What follows belongs to an exercise in optimizing a design on an open flow for small area, a short achievable clock period and few clock cycles per item; a production flow would make more cautious choices. Function was checked by simulation only, so behaviour that the tests miss may differ from the original. Power and IR drop assume default switching activity.

## design/flow/constraint.sdc

```tcl
create_clock -name core_clock -period 10.0 [get_ports {clk}]
set_input_delay 2.0000 -clock core_clock [delete_from_list [all_inputs] [get_ports {clk}]]
set_output_delay 2.0000 -clock core_clock [all_outputs]
set_load 0.01 [all_outputs]
```

## design/flow/config.mk

```make
export PLATFORM = sky130hd
export DESIGN_NAME = mips_arith
export DESIGN_NICKNAME = mips_arith
export VERILOG_FILES = /design/flow/design.v
export SDC_FILE = /design/flow/constraint.sdc
export NUM_CORES = 4
export LEC_CHECK = 0
export CAP_MARGIN = 20
export CORE_MARGIN = 2
export CORE_UTILIZATION = 40
export SLEW_MARGIN = 20
```

## design/flow/run.sh

```bash
#!/bin/bash
# synth_recipe.tcl (not shown) runs the flow's synth.tcl, then flattens the netlist and writes it again
# the make line also repeats each setting of config.mk as NAME=value (left out here)
make -C /OpenROAD-flow-scripts/flow DESIGN_CONFIG=/design/flow/config.mk WORK_HOME=/design/flow/orfs CLKGATE_MAP_FILE= SYNTH_SCRIPT=/design/flow/synth_recipe.tcl finish
```

## design/flow/design.v

```verilog
module ALU (input logic [31:0] A, B,
				input logic	[1:0] ALUK,
			   output logic [31:0] out);
always_comb begin
	case (ALUK)
		2'b00: out = A+B;
		2'b01: out = A & B;
		2'b10: out = ~A;
		2'b11: out = A-B;
	endcase
end
endmodule
module int_mult( input clk,
			 input reset,
			 input execute,
			 input [15:0] val1,
			 input [15:0] val2,
			 output logic [31:0] out,
			 output logic ready); 
logic sign, active, add;
logic [15:0] A, B, S;
logic [4:0] cycle;
assign ready = active;
always_ff @ (posedge clk) begin
	if (reset) begin
		sign <= 0;
		active <= 0;
		add <= 0;
		cycle <= 0;
		out <= 32'b0;
		S <= 16'b0;
	end
	else begin
		if (execute) begin
			cycle <= 5'b0;
			sign <= val1[15] ^ val2[15];
			A <= 16'b0;
			if (val1[15] == 1'b0) B[15:0] <= val1;
			else B[15:0] <= ~val1+16'b1;
			if (val2[15] == 1'b0) S <= val2;
			else S <= ~val2+1'b1;
			active <= 1'b1;
			add <= 1'b0;
		end	
		else if (active) begin
			if (add == 1'b0) begin
				if (B[0] == 1'b1) A <= A+S;
				add <= 1'b1;
			end
			else begin
				B <= {A[0], B[15:1]};
				A <= {1'b0, A[15:1]};
				if (cycle == 5'b11111) active <= 0;
				add <= 1'b0;
			end
			cycle <= cycle+5'b00001;
		end
		else begin
			if (sign == 1'b0) out <= {A, B};
			else out <= ~{A, B}+32'b1;
		end
	end	
end
endmodule
module int_div (
    input clk,
    input reset,
    input execute,
    input [31:0] dividend,
    input [31:0] divisor,
    output logic [31:0] quotient,
    output logic [31:0] remainder,
    output logic ready
    );
    logic sign, sign_rem, active, rem_add;
    logic [4:0] cycle;
    logic [31:0] divisor_temp;
    logic [63:0] result;
    logic setup;
    logic status;  
    assign ready = active;
    always_ff @ (posedge clk) begin
        if (reset) begin
            active <= 1'b0;
            sign <= 1'b0;
            cycle <= 5'b0;
            divisor_temp <= 32'b0;
            result <= 64'b0;
            status <= 1'b0;
            setup <= 1'b0;
        end
        else begin
            if (execute) begin
                sign <= dividend[31] ^ divisor[31];
					 sign_rem <= dividend[31];
                if (dividend[31] == 1'b0) 
                    result <= {32'b0, dividend[30:0]};
                else
                    result <= {32'b0, ~dividend[30:0]} + 64'b1;
                if (divisor[31] == 1'b0) divisor_temp <= divisor;
                else divisor_temp <= ~divisor + 32'b1;
                setup <= 1'b1;
            end
            else if (setup) begin
                result <= {result[62:0], 1'b0};
                cycle <= 5'b11111;
                setup <= 1'b0;
                status <= 1'b0;
                rem_add <= 1'b0;
					 active <= 1'b1;
            end
            else if (active) begin
                if (status == 1'b0) begin
                    if (rem_add == 1'b0) begin
                        result[63:32] <= result[63:32] - divisor_temp;
							end
                    else begin
                        result[63:32] <= result[63:32] + divisor_temp;
							end
                    status <= 1'b1;
                end
                else if (status == 1'b1) begin
                    if (result[63] == 1'b1) begin
                        result <= {result[62:0], 1'b0};
                        rem_add <= 1'b1;
                    end
                    else begin
                        result <= {result[62:0], 1'b1};
                        rem_add <= 1'b0;
                    end
                    if (cycle == 5'b0) active <= 1'b0;
                    status <= 1'b0;
                    cycle <= cycle - 1'b1;
                end               
            end
            else begin
                if (sign) quotient <= ~result[31:0] + 32'b1;
                else quotient <= result[31:0];
                if (sign_rem) begin
					     if (result[63] == 1'b0) begin
							   if (result[63:33] == 31'b0) remainder <= 32'b0;
								else remainder <= {1'b0, result[63:33]} - divisor_temp;
						  end
					     else remainder <= {1'b1, result[63:33]};
					 end
                else begin
					     if (result[63] == 1'b1) remainder <= {1'b1, result[63:33]} + divisor_temp;
                    else remainder <= {1'b0, result[63:33]};
				    end
            end
        end         
    end
endmodule
module denormalize_24 (input [24:0] A,  input [7:0] shift, output logic [24:0] out); 
  assign out = A >> shift;
endmodule
module float_add_sub( input clk,
			 input reset,
			 input select,
			 input execute,
			 input [31:0] A,
			 input [31:0] B,
			 output logic [31:0] out,
			 output logic ready); 
	 logic [24:0] shift_out_A, shift_out_B;
	 logic A_sign, B_sign, out_sign, greater, active;  
	 logic [24:0] A_frac, B_frac, result;  
	 logic [22:0] frac_diff;
	 logic [7:0] A_exp, B_exp, exp_diff, out_exp;
	 logic [3:0] status;
	 logic debug;
    denormalize_24 shift_A (.A(A_frac), .shift(exp_diff), .out(shift_out_A));
    denormalize_24 shift_B (.A(B_frac), .shift(exp_diff), .out(shift_out_B));
	 assign ready = active;
	 always_ff @ (posedge clk) begin
	     if (reset) begin
			   A_sign <= 1'b0;
				B_sign <= 1'b0;
				out_sign <= 1'b0;
				A_frac <= 25'b0;
				B_frac <= 25'b0;
				A_exp <= 8'b0;
				B_exp <= 8'b0;
				greater <= 1'b0;
				exp_diff <= 8'b0;
		      status <= 3'b000;
				result <= 25'b0;
				out_exp <= 8'b0;
				frac_diff <= 23'b0;
				active <= 1'b0;
		  end
		  else begin
			  if (execute) begin
					A_sign <= A[31];
					if (select == 1'b0) B_sign <= B[31];
					else B_sign <= ~B[31];
					A_frac <= {1'b0, 1'b1, A[22:0]};
					B_frac <= {1'b0, 1'b1, B[22:0]};
					A_exp <= A[30:23] - 8'b01111111;
					B_exp <= B[30:23] - 8'b01111111;
					greater <= 1'b0;
					exp_diff <= 8'b0;
					status <= 3'b000;
					result <= 24'b0;
					out_exp <= 8'b0;
					frac_diff <= 23'b0;
					active <= 1'b1;
					debug <= 1'b0;
			  end
			  else if (active) begin
				  if (status == 3'b000) begin
						exp_diff <= A_exp - B_exp;
						status <= 3'b001;
				  end
				  else if (status == 3'b001) begin
						if (exp_diff[7] == 1'b1) begin  
							 exp_diff <= ~exp_diff + 8'b1;
							 greater <= 1'b1;
						end
						else greater <= 1'b0;
						status <= 3'b010;
				  end
				  else if (status == 3'b010) begin  
						if (greater == 1'b0) out_exp <= A_exp;
						else out_exp <= B_exp; 
						status <= 3'b011;
				  end
				  else if (status == 3'b011) begin  
				  		if (greater == 1'b0) begin  
						    frac_diff <= A_frac[22:0] - shift_out_B[22:0];
							 B_frac <= shift_out_B;
						end
						else begin
						    frac_diff <= shift_out_A[22:0] - B_frac[22:0];
							 A_frac <= shift_out_A;
						end
						status <= 3'b100;
				  end
				  else if (status == 3'b100) begin  
						if (A_sign == 1'b0 && B_sign == 1'b0) begin
							 result <= A_frac + B_frac;
							 out_sign <= 1'b0;
						end
						else if (A_sign == 1'b0 && B_sign == 1'b1) begin
							 if (frac_diff[22] == 1'b1) begin
								  result <= B_frac - A_frac;
								  out_sign <= 1'b1;
							 end
							 else begin
								  result <= A_frac - B_frac;
								  out_sign <= 1'b0;
							 end
						end
						else if (A_sign == 1'b1 && B_sign == 1'b0) begin
							 if (frac_diff[22] == 1'b1) begin
								  result <= B_frac - A_frac;
								  out_sign <= 1'b0;
							 end
							 else begin
								  result <= A_frac - B_frac;
								  out_sign <= 1'b1;
							 end
						end
						else begin
							 out_sign <= 1'b1;
							 result <= A_frac + B_frac;
						end
						status <= 3'b101;
				  end
				  else if (status == 3'b101) begin  
				      if (result == 25'b0 && exp_diff == 8'b0) begin  
						    out_sign <= 1'b0;
							 out_exp <= 8'b0;
							 result <= 25'b0;
						end
						else if (result[24] == 1'b1) begin
							 out_exp <= out_exp + 8'b1 + 8'b01111111;
							 result <= {1'b0, result[24:1]};
						end
						else begin
							 result <= result;
							 out_exp <= out_exp + 8'b01111111;
						end
						active <= 1'b0;
				  end
			  end
			  else begin  
				   debug <= 1'b1;
					out <= {out_sign, out_exp, result[22:0]};
			  end
		  end
    end
endmodule
module denormalize_23 (input [22:0] A,  input [7:0] shift, output logic [22:0] out); 
  assign out = A >> shift;
endmodule
module float_cmp( input clk,
			 input reset,
			 input execute,
			 input [31:0] A,
			 input [31:0] B,
			 output logic [1:0] out,
			 output logic ready); 
	 logic [22:0] shift_out_A, shift_out_B;
	 logic A_sign, B_sign, greater, active;  
	 logic [22:0] A_frac, B_frac, frac_diff;
	 logic [7:0] A_exp, B_exp, exp_diff;
	 logic [3:0] status;
    denormalize_23 shift_A (.A(A_frac), .shift(exp_diff), .out(shift_out_A));
    denormalize_23 shift_B (.A(B_frac), .shift(exp_diff), .out(shift_out_B));
	 assign ready = active;
	 always_ff @ (posedge clk) begin
	     if (reset) begin
			   A_sign <= 1'b0;
				B_sign <= 1'b0;
				A_frac <= 23'b0;
				B_frac <= 23'b0;
				A_exp <= 8'b0;
				B_exp <= 8'b0;
				greater <= 1'b0;
				exp_diff <= 8'b0;
		      status <= 3'b000;
				frac_diff <= 23'b0;
				active <= 1'b0;
		  end
		  else begin
			  if (execute) begin
					A_sign <= A[31];
					B_sign <= B[31];
					A_frac <= A[22:0];
					B_frac <= B[22:0];
					A_exp <= A[30:23] - 8'b01111111;
					B_exp <= B[30:23] - 8'b01111111;
					greater <= 1'b0;
					exp_diff <= 8'b0;
					status <= 3'b000;
					frac_diff <= 23'b0;
					active <= 1'b1;
			  end
			  else if (active) begin
			     if (status == 3'b000) begin
						exp_diff <= A_exp - B_exp;
						status <= 3'b001;
				  end
				  else if (status == 3'b001) begin
						if (exp_diff[7] == 1'b1) begin  
							 exp_diff <= ~exp_diff + 8'b1;
							 greater <= 1'b1;
						end
						else greater <= 1'b0;
						status <= 3'b010;
				  end
				  else if (status == 3'b010) begin  
						status <= 3'b011;
				  end
				  else if (status == 3'b011) begin  
				      if (greater == 1'b1)
						    frac_diff <= A_frac - shift_out_B;
						else
						    frac_diff <= shift_out_A - B_frac;
						active <= 1'b0;
				  end
			end
         else begin  
				 if (A_sign == 1'b0 && B_sign == 1'b0) begin  
                 if (frac_diff == 23'b0) out <= 2'b00;
					  else if (frac_diff[22] == 1'b1) out <= 2'b11;
					  else out <= 2'b01;
				 end
				 else if (A_sign == 1'b0 && B_sign == 1'b1) out <= 2'b01;  
				 else if (A_sign == 1'b1 && B_sign == 1'b0) out <= 2'b11;  
				 else begin  
                 if (frac_diff == 23'b0) out <= 2'b00;
					  else if (frac_diff[22] == 1'b1) out <= 2'b01;
					  else out <= 2'b11;
			    end
		   end
      end
    end
endmodule
module left_shift (input [54:0] A,  input [7:0] shift, output logic [54:0] out); 
  assign out = A << shift;
endmodule
module float_round( input clk,
			 input reset,
			 input execute,
			 input [31:0] in,
			 output logic [31:0] out,
			 output logic ready);
    logic [54:0] result, shift_out;
	 logic [7:0] exp_diff;
	 logic sign, active, exception;
	 assign ready = active;
	 left_shift shift_55(.A(result), .shift(exp_diff), .out(shift_out));
    always_ff @ (posedge clk) begin
	     if (reset) begin
			   sign <= 1'b0;
				exp_diff <= 8'b0;
				active <= 1'b0;
				exception <= 1'b0;
				result <= 54'b0;
		  end
		  else begin
		      if (execute) begin
				    sign <= in[31];
					 exp_diff <= in[30:23] - 8'b01111111;
					 result <= {31'b0, 1'b1, in[22:0]};
				    active <= 1'b1;
					 exception <= 1'b0;
				end
				else if (active) begin
					 if (exp_diff[7] == 1'b0 && exp_diff > 8'b00011110) begin  
						  if (sign ==1'b0) out <= 32'b01111111111111111111111111111111;
						  else out <= 32'b10000000000000000000000000000000;
						  exception <= 1'b1;
					 end
					 else if (exp_diff == 8'b11111111) begin  
						  if (sign == 1'b0) out <= 32'b00000000000000000000000000000001;
						  else out <= 32'b11111111111111111111111111111111;
						  exception <= 1'b1;
					 end
					 else if (exp_diff[7] == 1'b1) begin  
						  out <= 32'b00000000000000000000000000000000;
						  exception <= 1'b1;
					 end
					 else begin
					     exception <= 1'b0;
					 end
					 active <= 1'b0;
				end
				else begin
				    if (exception == 1'b1) out <= out;
					 else begin
					     if (result[22] == 1'b0) begin  
						      if (sign == 1'b0) out <= shift_out[54:23];
								else out <= ~shift_out[54:23] + 32'b1;
						  end
						  else begin
						      if (sign == 1'b0) out <= shift_out[54:23] + 32'b1;
								else out <= ~shift_out[54:23];
						  end
					 end
				end
		  end
    end
endmodule
module mips_arith (input  logic        clk,
                   input  logic        reset,
                   input  logic        start,
                   input  logic [3:0]  op,
                   input  logic [31:0] a,
                   input  logic [31:0] b,
                   output logic        ready,
                   output logic        done,
                   output logic [31:0] result,
                   output logic [31:0] result2);
localparam logic [1:0] S_IDLE = 2'd0, S_WAIT = 2'd1, S_FIN = 2'd2;
logic [1:0]  state;
logic [3:0]  op_q;
logic        seen_busy;
logic [31:0] alu_out, alu_q;
logic [31:0] mult_out, quo_out, rem_out, fadd_out, fround_out;
logic [1:0]  fcmp_out;
logic        mult_busy, div_busy, fadd_busy, fcmp_busy, fround_busy;
logic        accept, is_alu, busy;
assign ready  = (state != S_WAIT);
assign done   = (state == S_FIN);
assign accept = start & ready;
assign is_alu = (op < 4'd4) | (op > 4'd9);
ALU ALU(.A(a), .B(b), .ALUK(op[1:0]), .out(alu_out));
int_mult multiply(.clk(clk), .reset(reset), .execute(accept & (op == 4'd4)),
                  .val1(a[15:0]), .val2(b[15:0]), .out(mult_out), .ready(mult_busy));
int_div division(.clk(clk), .reset(reset), .execute(accept & (op == 4'd5)),
                 .dividend(a), .divisor(b), .quotient(quo_out), .remainder(rem_out),
                 .ready(div_busy));
float_add_sub fadd(.clk(clk), .reset(reset), .select(op == 4'd7),
                   .execute(accept & ((op == 4'd6) | (op == 4'd7))),
                   .A(a), .B(b), .out(fadd_out), .ready(fadd_busy));
float_cmp fcmp(.clk(clk), .reset(reset), .execute(accept & (op == 4'd8)),
               .A(a), .B(b), .out(fcmp_out), .ready(fcmp_busy));
float_round fround(.clk(clk), .reset(reset), .execute(accept & (op == 4'd9)),
                   .in(a), .out(fround_out), .ready(fround_busy));
always_comb begin
	case (op_q)
		4'd4:       busy = mult_busy;
		4'd5:       busy = div_busy;
		4'd6, 4'd7: busy = fadd_busy;
		4'd8:       busy = fcmp_busy;
		4'd9:       busy = fround_busy;
		default:    busy = 1'b0;
	endcase
end
always_comb begin
	result2 = 32'b0;
	case (op_q)
		4'd4:       result = mult_out;
		4'd5: begin
			result  = quo_out;
			result2 = rem_out;
		end
		4'd6, 4'd7: result = fadd_out;
		4'd8:       result = {30'b0, fcmp_out};
		4'd9:       result = fround_out;
		default:    result = alu_q;
	endcase
end
always_ff @ (posedge clk) begin
	if (reset) begin
		state     <= S_IDLE;
		op_q      <= 4'd0;
		seen_busy <= 1'b0;
		alu_q     <= 32'b0;
	end
	else begin
		case (state)
			S_WAIT: begin
				if (busy) seen_busy <= 1'b1;
				else if (seen_busy) state <= S_FIN;
			end
			default: begin
				if (start) begin
					op_q      <= op;
					seen_busy <= 1'b0;
					alu_q     <= alu_out;
					state     <= is_alu ? S_FIN : S_WAIT;
				end
				else state <= S_IDLE;
			end
		endcase
	end
end
endmodule
```

==> notes.md <==
====================================================================================
Final clock skew                                                           0.0558 ns
Clock Pin Slew Worst Setup and Hold Paths                                    0.06 ns
Final worst path period share                                                  0.736
Number of post-CTS setup repair buffers                                            0
Routed WL per cell                                                           25.0 µm
First-pass iteration count of the detailed router                                  6
Pin count of the biggest net entering global routing                              88
Number of clock sinks seen by CTS                                                614
# IOs                                                                            137
Synth-to-Final Area Change                                                     9.91%
Number of buffers inserted for hold repair after clock tree synthesis              0
Core area                                                                 130000 µm²
Routed wire length                                                         211000 µm
Cells on worst reg2reg path                                                       21
Hold Violations, Final                                                             0
Crit. End Element                                                          flip-flop
Worst flop-to-flop path startpoint                                      fcmp.exp_diff[0]$_SDFFE_PP0P_
Number of buffers on the longest clock path                                        3
Type of the worst setup path                                            input pin to flip-flop
Die height                                                                    366 µm
Fraction of the yosys area taken by sequential cells                           0.266
Area of the mapped netlist                                                 52400 µm²
Count of cell types in the netlist                                               107
Via count of the first global-routing pass                                     47700
Drt via density                                                                 6.16
R2R Setup Slk                                                                3.58 ns
Category of the worst setup path launch point                              input pin
Area of the multi-input gates                                              35600 µm²
Critical Path Fanout Max                                                           8
Fin nets                                                                        7086
Most instantiated cells after synthesis                                 nor2_1 (720), nand2_1 (714), a21oi_1 (491), o21ai_0 (491), dfxtp_1 (450)
First-pass GRT wire length                                                 312000 µm
CTS Root Buffer Type                                                       clkbuf_16
Mapped Cells                                                                    6828
Utilization of the core after routing                                          0.444
Cell depth of the worst hold path                                                  0
CTS tree                                                                        done
Arrival time of the worst setup path                                         7.97 ns
Number of slew-limit violations in the final report                                0
Status                                                                  complete, no violations
Terminus of the critical flop-to-flop path                              fcmp.frac_diff[22]$_SDFFE_PP0P_
Post-Place Worst Slack                                                       2.03 ns
Ranking of synthesized cells by area                                    dfxtp_1 (17%), edfxtp_1 (9.4%), ha_1 (8.3%), nor2_1 (5.2%), nand2_1 (5.1%)
Post-DP HPWL                                                               157000 µm
Sequential cell area                                                       13900 µm²
Tightest Pin Transition                                                      1.04 ns
Setup TNS                                                                       0 ns
Layout cells sized above 1                                                    0.0645
Leakage power summed over all cells                                          21.1 nW
Finish-stage setup viols                                                           0
Most used standard cell by instance count after synthesis                     nor2_1
Number of storage elements in the synthesis netlist                              614
Fraction of registers with async set/reset                                         0
Data required time at the worst endpoint                                    10.61 ns
Cell type with the highest aggregate area in the netlist                     dfxtp_1
Number of levels in the clock H-tree                                               3
Initial standard-cell utilization of the core                                  0.404
Full die area                                                             134000 µm²
Final Worst Setup Slack                                                      2.64 ns
Worst hold path endpoint                                                fadd.out[31]$_DFFE_PP_
Share of the synthesized area in the top cell type                             0.172
Routability congestion estimate                                                0.967
Warnings, synthesis                                                                7
Clock latency reported for the late side of the worst-skew pair              0.71 ns
Ys flop type                                                                 dfxtp_1
Num CTS Buffers                                                                   76
Ratio of total power to cell area                                         127 nW/µm²
Combined global-route utilization of all metal layers                          0.302
Count of vias placed by the detailed router                                    52100
Number of max-cap violations                                                       0
Chip width                                                                    366 µm
Hold path start                                                         fadd.out_sign$_SDFFE_PP0P_
Avg Synthesized Cell Area                                                   7.67 µm²
RSZ-0062 raised after global routing                                              no
Congestion Overflow GR                                                             0
Worst IR Drop VDD                                                           0.132 mV
Headroom to the max-slew limit                                                 0.303
Number of routed nets with antenna violations                                      0
Count of buffers from port buffering                                             136
Number of instances resized during post-cts repair                                 0
Min-delay worst type                                                    flip-flop to flip-flop
Number of standard-cell rows in the floorplan                                    132
EDFF count, synth                                                                164
Time the final worst path needs with I/O delays and setup                    7.36 ns
Fillers                                                                        13200
Iteration-0 DRC count of the detailed router                                    6030
DRC violations left                                                                0
Maximum clock frequency                                                      136 MHz
Number of antenna violations at the first check in global routing                 13
Total nets after synthesis                                                      7258
====================================================================================
-- power breakdown --
| part | total, mW | leakage, nW | switching, mW | internal (mW) |
|---|---|---|---|---|
| clock network | 2.88 | 1.25 | 1.23 | 1.65 |
| registers | 2.73 | 5.29 | 0.0902 | 2.64 |
| logic | 1.70 | 14.6 | 1.07 | 0.626 |
| total | 7.31 | 21.1 | 2.39 | 4.92 |
-- flip-flops by register name, summed over array words and instances, names as in the netlist, 32 cells and up --
name                   count
multiply.out              32
division.remainder        32
alu_q                     32
division.quotient         32
fround.out                32
fadd.out                  32
division.divisor_temp     32
division.result           64
-- final cells by class --
cell class | instances | share of cell area
tap | 1742 | 0.0379
multi-input combinational | 5434 | 0.618
antenna | 6 | 0.000261
timing repair buffer | 267 | 0.0407
clock buffer | 98 | 0.0363
clock inverter | 40 | 0.00776
inverter | 263 | 0.0171
sequential | 614 | 0.242
-- per-layer routing --
layer,track usage,routed length [µm],up-vias
li1,-,-,24500
met1,0.406,89900,25000
met2,0.468,92600,2267
met3,0.0577,18200,388
met4,0.139,10600,6
met5,0,41,-
-- how the worst max path moves through the flow --
stage,cells past startpoint,endpoint,startpoint
3_5_place_dp,21,alu_q[29]$_SDFFE_PP0P_,b[3]
3_3_place_gp,21,alu_q[29]$_SDFFE_PP0P_,b[3]
2_1_floorplan,21,alu_q[29]$_SDFFE_PP0P_,b[2]
6_report,21,alu_q[31]$_SDFFE_PP0P_,b[3]
5_1_grt,21,alu_q[31]$_SDFFE_PP0P_,b[3]
4_1_cts,21,alu_q[31]$_SDFFE_PP0P_,b[3]
-- critical path, cell delays in order --
cell             delay [ns]
clkdlybuf4s50_1        0.84
nor2_1                 0.30
nand2_1                0.14
or4_1                  0.54
or4_1                  0.50
or3_1                  0.38
or3_1                  0.38
nor2b_1                0.16
xnor2_1                0.16
ha_1                   0.40
a21o_1                 0.14
a21o_1                 0.11
a21oi_1                0.09
o21a_1                 0.21
o21ai_0                0.21
nand3_1                0.10
o211ai_1               0.19
nand3_1                0.17
o41ai_1                0.53
xnor2_1                0.12
a311oi_1               0.29
-- kinds of logic after synthesis --
kind of cell               share of synthesized area
xor gates and xnor gates                      0.0721
muxes                                         0.0479
buffers and inverters                         0.0572
adders and majority gates                     0.0875
and+or+nand+nor                                0.206
DFF                                            0.266
AOI/OAI and AO/OA                              0.264
-- through the flow --
step	total power [mW]	instances	cell area [µm²]	hold WS, ns
2_1_floorplan	3.86	6828	52400	0.402
3_3_place_gp	4.44	8319	55000	0.433
3_5_place_dp	4.44	8319	55000	0.433
4_1_cts	7.32	8457	57500	0.447
5_1_grt	7.58	8460	57600	0.465
6_report	7.31	8464	57600	0.447
-- cells in the final DEF, fill, tap and decap left out, drive strengths merged, types with 26 or more instances in the layout --
| cell type | instances |
|---|---|
| nor2 | 721 |
| nand2 | 714 |
| o21ai | 506 |
| a21oi | 492 |
| dfxtp | 450 |
| ha | 347 |
| xnor2 | 304 |
| inv | 262 |
| a211oi | 192 |
| nor3 | 171 |
| nand3 | 164 |
| edfxtp | 164 |
| clkdlybuf4s50 | 134 |
| buf | 132 |
| xor2 | 127 |
| mux2i | 112 |
| a31oi | 104 |
| clkbuf | 99 |
| o211ai | 94 |
| a21o | 91 |
| a22oi | 89 |
| nand2b | 87 |
| o22ai | 77 |
| nor2b | 76 |
| a311oi | 69 |
| a22o | 61 |
| or3 | 55 |
| nor4 | 54 |
| and2 | 50 |
| or2 | 45 |
| mux4 | 43 |
| o21bai | 43 |
| o31ai | 43 |
| nand4 | 40 |
| mux2 | 36 |
| and3 | 34 |
| or4 | 33 |
| o21a | 33 |
| clkinv | 32 |
| o41ai | 26 |
Testbench counts, summed over its fixed seeds: cycles 103,886, ops 8,000.

-- separate check: timing with driven ports --
In the flow no input, the clock included, has a driving cell. The finished layout below was timed again as built, in two steps.
Step 1 sets driving cells, clkbuf_16 on the clock port and buf_2 on the other inputs (assumed; they add their load-dependent delay and slew).
Step 2 moves the port delays by t, midway between the first and last clock arrival at a register: inputs arrive t later, outputs are due t later. That takes back most of the time a late clock gives input paths.
Three values: ideal ports, drivers, drivers and shift; two values: the first two.
t (ns): 0.756
slack for setup (ns): 2.642 / 2.692 / 1.936
worst setup path at the end: input to register
worst data-port slew with drivers (ns): 0.20
After both steps setup and hold are still met in this run. For this run, drivers alone change the setup slack by +0.050 ns; drivers and shift together by -0.706 ns.
